Context: an optimization exercise on an open-source flow, tuned for small area, a short achievable clock period and few clock cycles per item. The choices shown serve that exercise and are no tape-out recipe. The RTL was checked by simulation tests, not by an equivalence proof against the original design.

// divider_top
module divider_top (
  input  wire        clk,
  input  wire        rst,
  input  wire        start,
  input  wire [31:0] dividend,
  input  wire [31:0] divisor,
  output wire        ready,
  output reg         done,
  output reg  [31:0] quotient
);
  localparam S  = 8;
  localparam K  = (32 + S - 1) / S;           
  localparam CW = (K > 16) ? 5 : (K > 8) ? 4 : (K > 4) ? 3 : (K > 2) ? 2 : 1;
  reg  [31:0]   rem_r;     
  reg           first_r;   
  reg  [31:0]   d_r;       
  reg  [CW-1:0] cnt_r;     
  reg           busy_r;
  reg           ready_r;
  reg [CW-1:0] z;
  integer c;
  always @(*) begin
    z = K - 1;
    for (c = K - 2; c >= 0; c = c - 1)
      if ((divisor >> (32 - S * (c + 1))) != 32'd0) z = c;
  end
  wire [31:0] dnorm = divisor << (S * z);
  wire [31:0]  rem_n;
  wire [S-1:0] qb;
  divider #(.S(S), .G(4), .LOCAL(0)) u_div (.rem_in(rem_r), .d(d_r), .rem_out(rem_n), .qbits(qb));
  wire [31:0] q_n = (first_r ? 32'd0 : (quotient << S)) | qb;
  wire last   = (cnt_r == 0);
  wire accept = start & ready_r & ~rst;
  always @(posedge clk) begin
    if (ready_r) begin
      rem_r <= dividend;
      d_r   <= dnorm;
    end else begin
      rem_r <= rem_n;
      d_r   <= d_r >> S;
    end
    first_r  <= ready_r;
    quotient <= q_n;
  end
  always @(posedge clk) begin
    if (rst) begin
      busy_r  <= 1'b0;
      done    <= 1'b0;
      ready_r <= 1'b1;
      cnt_r   <= 0;
  ...
clock: 130.0 ns
lec_check: 0
abc_area: 1
cap_margin: 20
core_margin: 2
core_utilization: 40
slew_margin: 20
run.sh (not shown) runs the stock make flow with config.mk's settings and CLKGATE_MAP_FILE= SYNTH_SCRIPT=/design/flow/synth_recipe.tcl, a recipe that flattens the netlist after the stock synthesis.
Testbench counts at the start, summed over its fixed seeds: cycles 7,980, items 3,200.
Then changed:
--- a/flow/config.mk
+++ b/flow/config.mk
@@ -7,3 +7,2 @@
 export LEC_CHECK = 0
-export ABC_AREA = 1
 export CAP_MARGIN = 20
The new run finished clean.
Non-clock buffer count increases by 12.
Routed wire length rose by about 14%.

Another version of the RTL of divider_top (not shown whole).
For scale: roughly 2500 cells after synthesis, about 110 flip-flops, ~100 I/O pins, about 15000 sq um of cells after synthesis.
==> flow/config.mk <==
export PLATFORM = sky130hd
export DESIGN_NAME = divider_top
export DESIGN_NICKNAME = divider_top
export VERILOG_FILES = /design/flow/design.v
export SDC_FILE = /design/flow/constraint.sdc
export NUM_CORES = 4
export LEC_CHECK = 0
export ABC_AREA = 1
export CAP_MARGIN = 20
export CORE_MARGIN = 2
export CORE_UTILIZATION = 40
export CTS_BUF_LIST = sky130_fd_sc_hd__clkbuf_4 sky130_fd_sc_hd__clkbuf_8
export SLEW_MARGIN = 20
==> flow/constraint.sdc <==
create_clock -name core_clock -period 130.0 [get_ports {clk}]
set_input_delay 26.0000 -clock core_clock [delete_from_list [all_inputs] [get_ports {clk}]]
set_output_delay 26.0000 -clock core_clock [all_outputs]
set_load 0.01 [all_outputs]
standard.sh (not shown) runs the stock make flow with config.mk's settings and CLKGATE_MAP_FILE= SYNTH_SCRIPT=/design/flow/synth_recipe.tcl, a recipe that flattens the netlist after the stock synthesis.
==> flow/flow/run.sh <==
#!/bin/bash
# The standard layout, with the port buffers made from the plain buffer cell
# (buf_1) rather than the delay buffer the resizer picks by default.
set -euo pipefail
export BUFFER_PORTS_ARGS="-buffer_cell sky130_fd_sc_hd__buf_1"
bash standard.sh > standard.log 2>&1
Testbench counts at the start, summed over its fixed seeds: cycles 8,917, items 3,200.
Then changed:
Settings changed: CTS_BUF_LIST sky130_fd_sc_hd__clkbuf_4 sky130_fd_sc_hd__clkbuf_8 to sky130_fd_sc_hd__clkbuf_8.
=>
- via count stays the same
- clock skew does not change
- synthesized cell count is unchanged
- routed wire length is unchanged
- fmax is unchanged
- utilization is unchanged

## static timing again, ports no longer ideal
The flow's constraints put no driver on any port. The routed layouts listed below were extracted and timed again, unchanged, in two steps. Step 1 (the two cells are an assumption about what drives the block):
set clk [get_ports {clk}]
set_driving_cell -lib_cell sky130_fd_sc_hd__clkbuf_16 $clk
set_driving_cell -lib_cell sky130_fd_sc_hd__buf_2 [delete_from_list [all_inputs] $clk]
Step 2 adds t to the input delays and takes it off the output delays; t is the mean of the earliest and latest rising clock arrival at the registers after step 1. Input paths then give back, and output paths get back, about the clock's delay inside the block. Three values: ideal ports, drivers, drivers and shift; two values: the first two.
run | t (ns) | slack for setup (ns) | worst setup path at the end | latest minus earliest clock arrival (ns) | cell pins on the clock port's net
the first run of note 1 | 0.431 | 101.418 / 101.448 / 101.017 | input to register | 0.024 / 0.023 | 1
the second run of note 1 | 0.442 | 101.463 / 101.463 / 101.463 | register to register | 0.020 / 0.020 | 1
the first run of note 2 | 0.462 | 103.070 / 103.015 / 103.096 | input to register | 0.012 / 0.012 | 1
the second run of note 2 | 0.462 | 103.070 / 103.015 / 103.096 | input to register | 0.012 / 0.012 | 1
After both steps setup and hold are still met in every run listed. For the first run of note 1, which loses most, drivers alone change the setup slack by +0.030 ns; drivers and shift together by -0.401 ns.
